Context: an optimization exercise on an open-source flow, tuned for small area and a short achievable clock period. The choices shown serve that exercise and are no tape-out recipe.
At most, simulation tests tie the RTL to the original design; equivalence was not proved.
No activity file was given, so power comes from the tool's default toggle rates.

Setup of the baseline:
==> flow/design.v (excerpt) <==
module matmul(A,B,y,clk);
    input logic [31:0] A;
    input logic [31:0] B;
    output logic [31:0] y;
    input logic clk;
    logic [7:0] y00, y01, y10, y11;
    matmul_dot2 u00 (.a0(A[31:24]), .b0(B[31:24]), .a1(A[23:16]), .b1(B[15:8]), .y(y00));
    matmul_dot2 u01 (.a0(A[31:24]), .b0(B[23:16]), .a1(A[23:16]), .b1(B[7:0]),  .y(y01));
    matmul_dot2 u10 (.a0(A[15:8]),  .b0(B[31:24]), .a1(A[7:0]),   .b1(B[15:8]), .y(y10));
    matmul_dot2 u11 (.a0(A[15:8]),  .b0(B[23:16]), .a1(A[7:0]),   .b1(B[7:0]),  .y(y11));
    always_ff @(posedge clk)
        y <= {y00, y01, y10, y11};
endmodule
Size in the first run: about 710 cells after synthesis, roughly 32 flip-flops, roughly 6500 um2 of cells after synthesis.
Settings: LEC_CHECK=0, CAP_MARGIN=20, CORE_MARGIN=2, CORE_UTILIZATION=40, SETUP_SLACK_MARGIN=3.5, SLEW_MARGIN=20, SYNTH_HIERARCHICAL=1, SYNTH_MINIMUM_KEEP_SIZE=0; clock period 10.0 ns.
standard.sh (not shown) runs the stock make flow with config.mk's settings and CLKGATE_MAP_FILE= SYNTH_SCRIPT=/design/flow/synth_recipe.tcl, a recipe that flattens the netlist after the stock synthesis.
==> flow/flow/run.sh <==
#!/bin/bash
# The standard layout (standard.sh), except that buffer_ports uses
# sky130_fd_sc_hd__buf_1 for the port buffers instead of the delay-buffer cell it picks by default.
set -e
export BUFFER_PORTS_ARGS="-buffer_cell sky130_fd_sc_hd__buf_1"
bash standard.sh > standard.log 2>&1
The baseline finished every stage and its layout cleared the timing, design-rule and antenna checks.
#### Input delta (the candidate over the baseline)
- SETUP_SLACK_MARGIN: 3.5 -> 5
The baseline -> the candidate: non-clock buffer count increased by more than 10%. Diff the baseline -> the candidate: instance count on the critical path +1; final worst setup slack +950 ps.

---

v30:
Another version of the RTL of matmul (not shown whole).
For scale: roughly 32 flip-flops, about 97 I/O pins.
Design matmul, start of the top module:
module matmul(A,B,y,clk);
    input logic [31:0] A;
    input logic [31:0] B;
    output logic [31:0] y;
    input logic clk;
    logic [7:0] y00, y01, y10, y11;
    matmul_dot2 u00 (.a0(A[31:24]), .b0(B[31:24]), .a1(A[23:16]), .b1(B[15:8]), .y(y00));
    matmul_dot2 u01 (.a0(A[31:24]), .b0(B[23:16]), .a1(A[23:16]), .b1(B[7:0]),  .y(y01));
    matmul_dot2 u10 (.a0(A[15:8]),  .b0(B[31:24]), .a1(A[7:0]),   .b1(B[15:8]), .y(y10));
    matmul_dot2 u11 (.a0(A[15:8]),  .b0(B[23:16]), .a1(A[7:0]),   .b1(B[7:0]),  .y(y11));
    always_ff @(posedge clk)
        y <= {y00, y01, y10, y11};
endmodule
export LEC_CHECK = 0
export CAP_MARGIN = 20
export CORE_MARGIN = 2
export CORE_UTILIZATION = 40
export CTS_BUF_LIST = sky130_fd_sc_hd__clkbuf_8
export SLEW_MARGIN = 20
export SYNTH_HIERARCHICAL = 1
export SYNTH_MINIMUM_KEEP_SIZE = 0
create_clock -name core_clock -period 10.0 [get_ports {clk}]
==> flow/flow/run.sh <==
#!/bin/bash
# The standard layout (standard.sh) with two changes:
# - buffer_ports gives every port a sky130_fd_sc_hd__buf_8 buffer instead of the delay-buffer
#   cell it picks by default;
# - after global placement, flow/size2.tcl sets each cell that is not near-critical to the smallest drive strength
#   of its family that keeps the worst setup slack, and
#   gives the output ports buf_1 buffers.
# Each tool's full output is in the ORFS logs under orfs/logs; make's output
# is in standard.log.
set -e
export BUFFER_PORTS_ARGS="-buffer_cell sky130_fd_sc_hd__buf_8"
export POST_GLOBAL_PLACE_TCL="$(pwd)/flow/size2.tcl"
bash standard.sh  finish > standard.log 2>&1
Other scripts of this flow, unchanged in this note and not shown: flow/flow/size2.tcl
v30 ran to completion and came out clean on the timing, design-rule and antenna checks.
[inputs] v27 vs v30
- putting GPL_TIMING_DRIVEN at 0 where nothing was set
==> flow/flow/run.sh <==
#!/bin/bash
# The standard layout (standard.sh) with two changes:
# - buffer_ports gives every port a sky130_fd_sc_hd__buf_6 buffer instead of the delay-buffer
#   cell it picks by default;
# - after global placement, flow/size2.tcl sets each cell that is not near-critical to the smallest drive strength
#   of its family that keeps the worst setup slack, and
#   gives the output ports buf_1 buffers.
# Each tool's full output is in the ORFS logs under orfs/logs; make's output
# is in standard.log.
set -e
export BUFFER_PORTS_ARGS="-buffer_cell sky130_fd_sc_hd__buf_6"
export POST_GLOBAL_PLACE_TCL="$(pwd)/flow/size2.tcl"
bash standard.sh  finish > standard.log 2>&1
Notes after the runs:
Side by side, routed via count divided by cell count turned out lower in v27 than in v30. [v27] cell count after placement rose 3.8% relative to v30. Compared v30 against v27; clock power within noise. Changes observed in v27 relative to v30: worst path buffer plus inverter count increased by 1 relative to the old numbers; final cell area excluding filler cells closely matched the old numbers.
The following lists how v18 was set up differently from v27:
- a change of CORE_UTILIZATION from 40 to 50
- a deleted GPL_TIMING_DRIVEN that had been 0
==> comparison <==
When the final numbers for v27 and v18 were put side by side, the met1 capacity usage during global routing turned out to be greater in v18.
v18: detailed-routing wirelength on met1 lower than v27
STATUS total via count in the routed design: v18 loses against v27
Relative to v18, the following input files were edited for v43:
- changing CORE_UTILIZATION from 50 to 40
## What came out
- The flow did not stop early for v43: all stages ran, and the layout cleared the timing, design-rule and antenna checks.
- v43 against v18: maximum frequency shows an increase of 1.7%; worst path required time shows a reduction of 0.03 ns.
- v43 ends up with lower clock edge transition at the registers on the reported setup and hold paths than v18 does.
- v43 -> v18: net count after synthesis flat
- When v43 is set beside v18, its multi-input gate share of the layout cell area turns out to be 0.55 points smaller.
- v43 vs v18: buffer share of cell area up
- Comparing v18 against v43, there is no change at all in H-tree depth.
- On total power: between v43 and v18, it ends up higher for v18.
- [v43 vs v18] setup slack: higher in v43
Changes in v34 relative to v43:
- CORE_UTILIZATION: 40 -> 33
### Flow results
- Between v43 and v34, the difference in sequential power is negligible.
- Measured against each other, v43 and v34 differ in final setup slack of the worst path, the higher figure coming from v43.
- Changes observed in v34 relative to v43: simple logic cell fraction of the synthesized area neither gained nor lost much, proportion of layout cells with a drive suffix above 1 lost 0.38 points, area growth from synthesis to final layout climbed 1.3 points.
What v46 does differently from v34 at the input level:
- setting GPL_ROUTABILITY_DRIVEN to 0 for the first time
- changing CORE_UTILIZATION from 33 to 40
--- outcome ---
Per the comparison of v46 with v34, die area dropped about 17%, sequential share of layout area closely matched the old numbers, clock power went down by about 28%.
Source of the critical timing path = A[8]: v46; source of the critical timing path = A[27]: v34
The post-route minimum period in v46 was lower than what v34 gave.
Between v34 and v46, the total area of multi-input combinational cells figures differ only marginally.
v34 ended up with y[23] as its capture point of the worst path; v46 ended up with y[15].
v46: flow completed, timing, DRC and antenna clean
Comparing v34 and v46, number of filler instances in the final layout is higher on v34.
Routed wire length shrinks by a little under 10% when moving from v34 to v46.

---

ember:
Another version of the RTL of matmul (not shown whole).
Size in the first run: about 780 cells after synthesis, ~32 flip-flops, ~97 I/O pins, ~0.0067 mm2 of cells after synthesis.
==> flow/config.mk <==
export PLATFORM = sky130hd
export DESIGN_NAME = matmul
export DESIGN_NICKNAME = matmul
export VERILOG_FILES = /design/flow/design.v
export SDC_FILE = /design/flow/constraint.sdc
export NUM_CORES = 4
export LEC_CHECK = 0
export CAP_MARGIN = 20
export CORE_MARGIN = 2
export CORE_UTILIZATION = 40
export SLEW_MARGIN = 20
export SYNTH_HIERARCHICAL = 1
export SYNTH_MINIMUM_KEEP_SIZE = 0
==> flow/constraint.sdc <==
create_clock -name core_clock -period 10.0 [get_ports {clk}]
set_input_delay 2.0000 -clock core_clock [delete_from_list [all_inputs] [get_ports {clk}]]
set_output_delay 2.0000 -clock core_clock [all_outputs]
set_load 0.01 [all_outputs]
==> flow/flow/run.sh <==
#!/bin/bash
# The standard layout (standard.sh), except that buffer_ports uses
# sky130_fd_sc_hd__buf_1 for the port buffers instead of the delay-buffer cell it picks by default.
set -e
export BUFFER_PORTS_ARGS="-buffer_cell sky130_fd_sc_hd__buf_1"
bash standard.sh SETUP_SLACK_MARGIN=5.4 finish > standard.log 2>&1
ember has completed all stages; timing, DRC and antenna checks passed.
--- input diff ember..pepper ---
- putting SETUP_SLACK_MARGIN at 5 where nothing was set
diff --git a/flow/flow/run.sh b/flow/flow/run.sh
--- a/flow/flow/run.sh
+++ b/flow/flow/run.sh
@@ -5,2 +5,2 @@
 export BUFFER_PORTS_ARGS="-buffer_cell sky130_fd_sc_hd__buf_1"
-bash standard.sh SETUP_SLACK_MARGIN=5.4 finish > standard.log 2>&1
+bash standard.sh  finish > standard.log 2>&1
## What came out
- Against ember, pepper comes in 2.4% lower on switching power summed over all nets.
- Compared with ember, in pepper number of hold violations in the final report roughly the same; worst setup slack fell 400 ps.
Here is what was changed in the inputs of zinc compared with pepper.
- SETUP_SLACK_MARGIN no longer set, was 5
==> flow/flow/run.sh <==
#!/bin/bash
# The standard layout (standard.sh) with two changes to the port buffers:
# buffer_ports uses sky130_fd_sc_hd__buf_2 for them instead of the delay-buffer cell it picks by
# default, and after global placement flow/outbuf.tcl sets the output ports'
# buffers to buf_1 (they only drive the pin load).
set -e
export BUFFER_PORTS_ARGS="-buffer_cell sky130_fd_sc_hd__buf_2"
export POST_GLOBAL_PLACE_TCL="$(pwd)/flow/outbuf.tcl"
bash standard.sh  finish > standard.log 2>&1
==> flow/flow/outbuf.tcl (new file) <==
# Output ports only drive their pin load: their port buffers get the smallest
# buffer cell (the input ports keep the cell buffer_ports used).
set outbuf sky130_fd_sc_hd__buf_1
set n 0
foreach port [all_outputs] {
  set net [get_nets [get_full_name $port]]
  foreach pin [get_pins -of_objects $net -filter "direction == output"] {
    set inst [get_cells -of_objects $pin]
    set cell [get_property [get_property $inst liberty_cell] name]
    if {[string match "sky130_fd_sc_hd__buf_*" $cell] && $cell ne $outbuf} {
      replace_cell $inst $outbuf
      incr n
    }
  }
}
puts "outbuf.tcl: $n output port buffers set to $outbuf"
==> comparison <==
Critical path arrival delta for zinc relative to pepper: 220 ps lower
Against pepper as the reference, zinc delivers a higher power density normalized to cell area.
pepper ended up with B[16] as its critical path launch point; zinc ended up with A[24].
Changes observed in zinc relative to pepper: total vias in the final route down 0.63%, routed length on met2 saw a decrease.
NOTE: fraction of power consumed by combinational cells in zinc falls short of that of pepper
Delta (zinc minus pepper): shortest clock period the worst path allows after layout fell 180 ps, total non-filler cell area in the finished layout about even, die outline area about even.
### zinc -> onyx
==> flow/flow/run.sh <==
#!/bin/bash
# The standard layout (standard.sh) with two changes to the port buffers:
# buffer_ports uses sky130_fd_sc_hd__buf_4 for them instead of the delay-buffer cell it picks by
# default, and after global placement flow/outbuf.tcl sets the output ports'
# buffers to buf_1 (they only drive the pin load).
set -e
export BUFFER_PORTS_ARGS="-buffer_cell sky130_fd_sc_hd__buf_4"
export POST_GLOBAL_PLACE_TCL="$(pwd)/flow/outbuf.tcl"
bash standard.sh  finish > standard.log 2>&1
--- outcome ---
- Diff zinc..onyx | synthesized netlist net count | unchanged
- onyx vs. zinc: tightest hold margin saw a decrease; period utilization saw a decrease; worst path setup slack after routing saw an increase.
For indigo, these inputs were changed with respect to onyx:
==> flow/flow/run.sh <==
#!/bin/bash
# The standard layout (standard.sh), except that buffer_ports uses
# sky130_fd_sc_hd__buf_2 for the port buffers instead of the delay-buffer cell it picks by default.
set -e
export BUFFER_PORTS_ARGS="-buffer_cell sky130_fd_sc_hd__buf_2"
bash standard.sh  finish > standard.log 2>&1
removed: flow/flow/outbuf.tcl
Results
- Looking at the reports, indigo completed the entire flow and the layout it produced met the timing, design-rule and antenna checks.
- Diff onyx -> indigo | post-route clock period utilization | increase of 1.9 points
- Wire length on met3 ends up higher on onyx.
- Total wire length after detailed routing (lower): indigo
- Going from onyx to indigo, count of fill cells added during filler insertion saw an increase; time the final worst path needs with I/O delays and setup increased by 190 ps relative to the old numbers; share of cell area taken by multi-input logic gates shows an increase of 1.3 points.
No functional check of the RTL was part of any run of this note.

---

matmul, a different RTL version from the one above (not shown whole).
Size in the first run: roughly 740 cells after synthesis, about 0.0066 mm2 of cells after synthesis.
clock: 10.0 ns
lec_check: 0
cap_margin: 20
core_margin: 2
core_utilization: 40
slew_margin: 20
synth_hierarchical: 1
synth_minimum_keep_size: 0
==> flow/flow/run.sh <==
#!/bin/bash
# The standard layout (standard.sh), except that buffer_ports uses
# sky130_fd_sc_hd__buf_1 for the port buffers instead of the delay-buffer cell it picks by default.
set -e
export BUFFER_PORTS_ARGS="-buffer_cell sky130_fd_sc_hd__buf_1"
bash standard.sh SETUP_SLACK_MARGIN=6.5 finish > standard.log 2>&1
The starting point went through all stages and came out clean.
==> next run, changes <==
--- a/flow/flow/run.sh
+++ b/flow/flow/run.sh
@@ -4,3 +4,3 @@
 set -e
 export BUFFER_PORTS_ARGS="-buffer_cell sky130_fd_sc_hd__buf_1"
-bash standard.sh SETUP_SLACK_MARGIN=6.5 finish > standard.log 2>&1
+bash standard.sh  finish > standard.log 2>&1
--- a/flow/config.mk
+++ b/flow/config.mk
@@ -9,4 +9,5 @@
 export CORE_MARGIN = 2
 export CORE_UTILIZATION = 40
+export SETUP_SLACK_MARGIN = 5
 export SLEW_MARGIN = 20
 export SYNTH_HIERARCHICAL = 1
The new run completed with no timing, DRC or antenna violations; die area does not change; total power drops by 12%; clock power grows by about 3%; synthesized area stays the same; clock-buffer cell count stays the same; worst setup slack degrades by 0.078 ns; sequential share of layout area climbs by 1.7 points.
No run of this note included a check of the RTL's function; only the layout flow was run.

---

The RTL this note starts from:
==> flow/design.v <==
module matmul_fa (input logic a, input logic b, input logic c, output logic s, output logic co);
  assign s = a ^ b ^ c;
  assign co = (a & b) | (a & c) | (b & c);
endmodule
module matmul_ha (input logic a, input logic b, output logic s, output logic co);
  assign s = a ^ b;
  assign co = a & b;
endmodule
module matmul_dot2 (input logic [7:0] a0, input logic [7:0] b0,
                    input logic [7:0] a1, input logic [7:0] b1,
                    output logic [7:0] y);
  wire n1 = ~(a0[0] & b0[0]);
  wire n2 = ~(a0[0] & b0[1]);
  wire n3 = ~(a0[0] & b0[2]);
  wire n4 = ~(a0[0] & b0[3]);
  wire n5 = ~(a0[0] & b0[4]);
  wire n6 = ~(a0[0] & b0[5]);
  wire n7 = ~(a0[0] & b0[6]);
  wire n8 = a0[0] & b0[7];
  wire n9 = ~(a0[1] & b0[0]);
  wire n10 = ~(a0[1] & b0[1]);
  wire n11 = ~(a0[1] & b0[2]);
  wire n12 = ~(a0[1] & b0[3]);
  wire n13 = ~(a0[1] & b0[4]);
  wire n14 = ~(a0[1] & b0[5]);
  wire n15 = a0[1] & b0[6];
  wire n16 = ~(a0[2] & b0[0]);
  wire n17 = ~(a0[2] & b0[1]);
  wire n18 = ~(a0[2] & b0[2]);
  wire n19 = ~(a0[2] & b0[3]);
  wire n20 = ~(a0[2] & b0[4]);
  wire n21 = a0[2] & b0[5];
  wire n22 = ~(a0[3] & b0[0]);
  wire n23 = ~(a0[3] & b0[1]);
  wire n24 = ~(a0[3] & b0[2]);
  wire n25 = ~(a0[3] & b0[3]);
  wire n26 = a0[3] & b0[4];
  wire n27 = ~(a0[4] & b0[0]);
  wire n28 = ~(a0[4] & b0[1]);
  wire n29 = ~(a0[4] & b0[2]);
  wire n30 = a0[4] & b0[3];
  wire n31 = ~(a0[5] & b0[0]);
  wire n32 = ~(a0[5] & b0[1]);
  wire n33 = a0[5] & b0[2];
  wire n34 = ~(a0[6] & b0[0]);
  wire n35 = a0[6] & b0[1];
  wire n36 = a0[7] & b0[0];
  wire n37 = ~(a1[0] & b1[0]);
  wire n38 = ~(a1[0] & b1[1]);
  wire n39 = ~(a1[0] & b1[2]);
  wire n40 = ~(a1[0] & b1[3]);
  wire n41 = ~(a1[0] & b1[4]);
  wire n42 = ~(a1[0] & b1[5]);
  wire n43 = ~(a1[0] & b1[6]);
  wire n44 = a1[0] & b1[7];
  wire n45 = ~(a1[1] & b1[0]);
  wire n46 = ~(a1[1] & b1[1]);
  wire n47 = ~(a1[1] & b1[2]);
  wire n48 = ~(a1[1] & b1[3]);
  wire n49 = ~(a1[1] & b1[4]);
  wire n50 = ~(a1[1] & b1[5]);
  wire n51 = a1[1] & b1[6];
  wire n52 = ~(a1[2] & b1[0]);
  wire n53 = ~(a1[2] & b1[1]);
  wire n54 = ~(a1[2] & b1[2]);
  wire n55 = ~(a1[2] & b1[3]);
  wire n56 = ~(a1[2] & b1[4]);
  wire n57 = a1[2] & b1[5];
  wire n58 = ~(a1[3] & b1[0]);
  wire n59 = ~(a1[3] & b1[1]);
  wire n60 = ~(a1[3] & b1[2]);
  wire n61 = ~(a1[3] & b1[3]);
  wire n62 = a1[3] & b1[4];
  wire n63 = ~(a1[4] & b1[0]);
  wire n64 = ~(a1[4] & b1[1]);
  wire n65 = ~(a1[4] & b1[2]);
  wire n66 = a1[4] & b1[3];
  wire n67 = ~(a1[5] & b1[0]);
  wire n68 = ~(a1[5] & b1[1]);
  wire n69 = a1[5] & b1[2];
  wire n70 = ~(a1[6] & b1[0]);
  wire n71 = a1[6] & b1[1];
  wire n72 = a1[7] & b1[0];
  wire n73 = n1 ^ n37;
  wire n74 = n1 | n37;
  wire n75, n76;
  matmul_fa fn75 (.a(n2), .b(n9), .c(n38), .s(n75), .co(n76));
  wire n77, n78;
  matmul_fa fn77 (.a(n45), .b(n74), .c(n75), .s(n77), .co(n78));
  wire n79, n80;
  matmul_fa fn79 (.a(n3), .b(n10), .c(n16), .s(n79), .co(n80));
  wire n81, n82;
  matmul_fa fn81 (.a(n39), .b(n46), .c(n52), .s(n81), .co(n82));
  wire n83, n84;
  matmul_fa fn83 (.a(n76), .b(n79), .c(n81), .s(n83), .co(n84));
  wire n85 = n78 ^ n83;
  wire n86 = n78 | n83;
  wire n87, n88;
  matmul_fa fn87 (.a(n4), .b(n11), .c(n17), .s(n87), .co(n88));
  wire n89, n90;
  matmul_fa fn89 (.a(n22), .b(n40), .c(n47), .s(n89), .co(n90));
  wire n91, n92;
  matmul_fa fn91 (.a(n53), .b(n58), .c(n80), .s(n91), .co(n92));
  wire n93, n94;
  matmul_fa fn93 (.a(n82), .b(n87), .c(n89), .s(n93), .co(n94));
  wire n95, n96;
  matmul_fa fn95 (.a(n84), .b(n91), .c(n93), .s(n95), .co(n96));
  wire n97 = n86 ^ n95;
  wire n98 = n86 | n95;
  wire n99, n100;
  matmul_fa fn99 (.a(n5), .b(n12), .c(n18), .s(n99), .co(n100));
  wire n101, n102;
  matmul_fa fn101 (.a(n23), .b(n27), .c(n41), .s(n101), .co(n102));
  wire n103, n104;
  matmul_fa fn103 (.a(n48), .b(n54), .c(n59), .s(n103), .co(n104));
  wire n105, n106;
  matmul_fa fn105 (.a(n63), .b(n88), .c(n90), .s(n105), .co(n106));
  wire n107, n108;
  matmul_fa fn107 (.a(n99), .b(n101), .c(n103), .s(n107), .co(n108));
  wire n109, n110;
  matmul_fa fn109 (.a(n92), .b(n94), .c(n105), .s(n109), .co(n110));
  wire n111, n112;
  matmul_fa fn111 (.a(n107), .b(n96), .c(n109), .s(n111), .co(n112));
  wire n113 = n98 ^ n111;
  wire n114 = n98 | n111;
  wire n115, n116;
  matmul_fa fn115 (.a(n6), .b(n13), .c(n19), .s(n115), .co(n116));
  wire n117, n118;
  matmul_fa fn117 (.a(n24), .b(n28), .c(n31), .s(n117), .co(n118));
  wire n119, n120;
  matmul_fa fn119 (.a(n42), .b(n49), .c(n55), .s(n119), .co(n120));
  wire n121, n122;
  matmul_fa fn121 (.a(n60), .b(n64), .c(n67), .s(n121), .co(n122));
  wire n123, n124;
  matmul_fa fn123 (.a(n100), .b(n102), .c(n104), .s(n123), .co(n124));
  wire n125, n126;
  matmul_fa fn125 (.a(n115), .b(n117), .c(n119), .s(n125), .co(n126));
  wire n127, n128;
  matmul_fa fn127 (.a(n121), .b(n106), .c(n108), .s(n127), .co(n128));
  wire n129, n130;
  matmul_fa fn129 (.a(n123), .b(n125), .c(n110), .s(n129), .co(n130));
  wire n131, n132;
  matmul_fa fn131 (.a(n127), .b(n112), .c(n129), .s(n131), .co(n132));
  wire n133 = n114 ^ n131;
  wire n134 = n114 | n131;
  wire n135, n136;
  matmul_fa fn135 (.a(n7), .b(n14), .c(n20), .s(n135), .co(n136));
  wire n137, n138;
  matmul_fa fn137 (.a(n25), .b(n29), .c(n32), .s(n137), .co(n138));
  wire n139, n140;
  matmul_fa fn139 (.a(n34), .b(n43), .c(n50), .s(n139), .co(n140));
  wire n141, n142;
  matmul_fa fn141 (.a(n56), .b(n61), .c(n65), .s(n141), .co(n142));
  wire n143, n144;
  matmul_fa fn143 (.a(n68), .b(n70), .c(n116), .s(n143), .co(n144));
  wire n145, n146;
  matmul_fa fn145 (.a(n118), .b(n120), .c(n122), .s(n145), .co(n146));
  wire n147, n148;
  matmul_fa fn147 (.a(n135), .b(n137), .c(n139), .s(n147), .co(n148));
  wire n149, n150;
  matmul_fa fn149 (.a(n141), .b(n124), .c(n126), .s(n149), .co(n150));
  wire n151, n152;
  matmul_fa fn151 (.a(n143), .b(n145), .c(n147), .s(n151), .co(n152));
  wire n153, n154;
  matmul_fa fn153 (.a(n128), .b(n149), .c(n151), .s(n153), .co(n154));
  wire n155, n156;
  matmul_fa fn155 (.a(n130), .b(n153), .c(n132), .s(n155), .co(n156));
  wire n157 = n134 ^ n155;
  wire n158 = n134 | n155;
  wire n159 = n8 ^ n15;
  wire n160 = n21 ^ n26;
  wire n161 = n30 ^ n33;
  wire n162 = n35 ^ n36;
  wire n163 = n44 ^ n51;
  wire n164 = n57 ^ n62;
  wire n165 = n66 ^ n69;
  wire n166 = n71 ^ n72;
  wire n167 = n159 ^ n160;
  wire n168 = n161 ^ n162;
  wire n169 = n163 ^ n164;
  wire n170 = n165 ^ n166;
  wire n171 = n136 ^ n138;
  wire n172 = n140 ^ n142;
  wire n173 = n167 ^ n168;
  wire n174 = n169 ^ n170;
  wire n175 = n171 ^ n172;
  wire n176 = n173 ^ n174;
  wire n177 = n144 ^ n146;
  wire n178 = n148 ^ n175;
  wire n179 = n176 ^ n177;
  wire n180 = n178 ^ n150;
  wire n181 = n179 ^ n152;
  wire n182 = n180 ^ n181;
  wire n183 = n154 ^ n182;
  wire n184 = n183 ^ n156;
  wire n185 = n184 ^ n158;
  assign y = {n185, n157, n133, n113, n97, n85, ~n77, n73};
endmodule
module matmul(A,B,y,clk);
    input logic [31:0] A;
    input logic [31:0] B;
    output logic [31:0] y;
    input logic clk;
    logic [7:0] y00, y01, y10, y11;
    matmul_dot2 u00 (.a0(A[31:24]), .b0(B[31:24]), .a1(A[23:16]), .b1(B[15:8]), .y(y00));
    matmul_dot2 u01 (.a0(A[31:24]), .b0(B[23:16]), .a1(A[23:16]), .b1(B[7:0]),  .y(y01));
    matmul_dot2 u10 (.a0(A[15:8]),  .b0(B[31:24]), .a1(A[7:0]),   .b1(B[15:8]), .y(y10));
    matmul_dot2 u11 (.a0(A[15:8]),  .b0(B[23:16]), .a1(A[7:0]),   .b1(B[7:0]),  .y(y11));
    always_ff @(posedge clk)
        y <= {y00, y01, y10, y11};
endmodule
clock: 10.0 ns
lec_check: 0
cap_margin: 20
core_margin: 2
core_utilization: 40
slew_margin: 20
synth_hierarchical: 1
synth_minimum_keep_size: 0
==> flow/flow/run.sh <==
#!/bin/bash
set -e
cp standard.sh standard.sh.txt 2>/dev/null || true
export BUFFER_PORTS_ARGS="-buffer_cell sky130_fd_sc_hd__buf_1"
bash standard.sh > standard.log 2>&1
Change:
==> flow/run.sh (new file) <==
#!/bin/bash
# synth_recipe.tcl (not shown) runs the flow's synth.tcl, then flattens the netlist and writes it again
# the make line also repeats each setting of config.mk as NAME=value (left out here)
make -C /OpenROAD-flow-scripts/flow DESIGN_CONFIG=/design/flow/config.mk WORK_HOME=/design/flow/orfs CLKGATE_MAP_FILE= SYNTH_SCRIPT=/design/flow/synth_recipe.tcl finish
removed: flow/flow/run.sh
removed: flow/standard.sh
After rerunning: Maximum frequency decreases by 5.1%; wire length goes up by about 4.4%; power came out higher by 6.2%; combinational power went up by about 10%.
Change:
==> flow/flow/run.sh (new file) <==
#!/bin/bash
# The standard layout (standard.sh), except that buffer_ports uses
# sky130_fd_sc_hd__buf_1 for the port buffers instead of the delay-buffer cell it picks by default.
set -e
export BUFFER_PORTS_ARGS="-buffer_cell sky130_fd_sc_hd__buf_1"
bash standard.sh > standard.log 2>&1
==> flow/standard.sh (new file) <==
#!/bin/bash
# synth_recipe.tcl (not shown) runs the flow's synth.tcl, then flattens the netlist and writes it again
# the make line also repeats each setting of config.mk as NAME=value (left out here)
make -C /OpenROAD-flow-scripts/flow DESIGN_CONFIG=/design/flow/config.mk WORK_HOME=/design/flow/orfs CLKGATE_MAP_FILE= SYNTH_SCRIPT=/design/flow/synth_recipe.tcl "${@:-finish}"
--- a/flow/config.mk
+++ b/flow/config.mk
@@ -10,0 +11 @@
+export SETUP_SLACK_MARGIN = 3.5
removed: flow/run.sh
What happened: Worst hold slack loses 0.42 ns; power goes down by a few percent; first-iteration DRC count climbs by a quarter to a third; clock-buffer cell count is higher by 1; wire length is lower by a few percent.
Change:
--- a/flow/config.mk
+++ b/flow/config.mk
@@ -11 +11 @@
-export SETUP_SLACK_MARGIN = 3.5
+export SETUP_SLACK_MARGIN = 5
Outcome: The new run completed with no timing, DRC or antenna violations. Non-clock buffer count falls by 3. Total power rises by 2.4%. Worst hold slack is worse by 0.13 ns. Worst setup slack is better by 0.48 ns. Sequential power is about the same. Critical path depth rises by 1. Cell count barely changes.
Change:
--- a/flow/config.mk
+++ b/flow/config.mk
@@ -11 +11 @@
-export SETUP_SLACK_MARGIN = 5
+export SETUP_SLACK_MARGIN = 1.5
Effect: The new run went through all stages and came out clean; setup slack got worse by 0.93 ns; synthesized cell count stays the same; sequential share of layout area grows by 0.81 points; clock power is about the same; final area shrinks by a little under a tenth; total power shrinks by a few percent; die area stays the same; global-route usage shrinks by 1.6 points; combinational power shrinks by a few percent.
No run of this note included a check of the RTL's function; only the layout flow was run.

-- port drivers added, routing unchanged --
In the flow no input, the clock included, has a driving cell. The finished layouts below were timed again as built, in two steps. Step 1, drivers: a clkbuf_16 drives clk and a buf_2 each remaining input, both assumed. Step 2 adds t to the input delays and takes it off the output delays; t is the mean of the earliest and latest rising clock arrival at the registers after step 1. Input paths then give back, and output paths get back, about the clock's delay inside the block. a / b / c = ideal / step 1 / step 2; a / b = the first two.
run | shift t [ns] | setup slack, ns | worst setup path after step 2
the baseline | 0.326 | 4.052 / 4.067 / 3.741 | input to register
the candidate | 0.328 | 5.000 / 5.003 / 4.675 | input to register
v30 | 0.319 | 5.689 / 5.656 / 5.337 | input to register
v27 | 0.333 | 5.501 / 5.468 / 5.135 | input to register
v18 | 0.346 | 5.621 / 5.611 / 5.265 | input to register
v43 | 0.322 | 5.694 / 5.673 / 5.351 | input to register
v34 | 0.347 | 5.684 / 5.680 / 5.334 | input to register
v46 | 0.322 | 5.694 / 5.673 / 5.351 | input to register
ember | 0.331 | 5.521 / 5.537 / 5.206 | input to register
pepper | 0.308 | 5.125 / 5.127 / 4.818 | input to register
zinc | 0.309 | 5.301 / 5.318 / 5.009 | input to register
onyx | 0.310 | 5.481 / 5.492 / 5.181 | input to register
indigo | 0.310 | 5.294 / 5.307 / 4.997 | input to register
the first run of note 4 | 0.318 | 5.239 / 5.134 / 4.816 | input to register
the second run of note 4 | 0.334 | 5.161 / 5.179 / 4.845 | input to register
the first run of note 5 | 0.332 | 3.286 / 3.292 / 2.960 | input to register
the second run of note 5 | 0.330 | 2.922 / 2.933 / 2.603 | input to register
the third run of note 5 | 0.331 | 3.729 / 3.746 / 3.415 | input to register
the fourth run of note 5 | 0.330 | 4.213 / 4.214 / 3.884 | input to register
the fifth run of note 5 | 0.332 | 3.286 / 3.292 / 2.960 | input to register
After both steps every run listed still meets setup and hold. For the first run of note 4, which loses most, drivers alone change the setup slack by -0.105 ns; drivers and shift together by -0.423 ns.
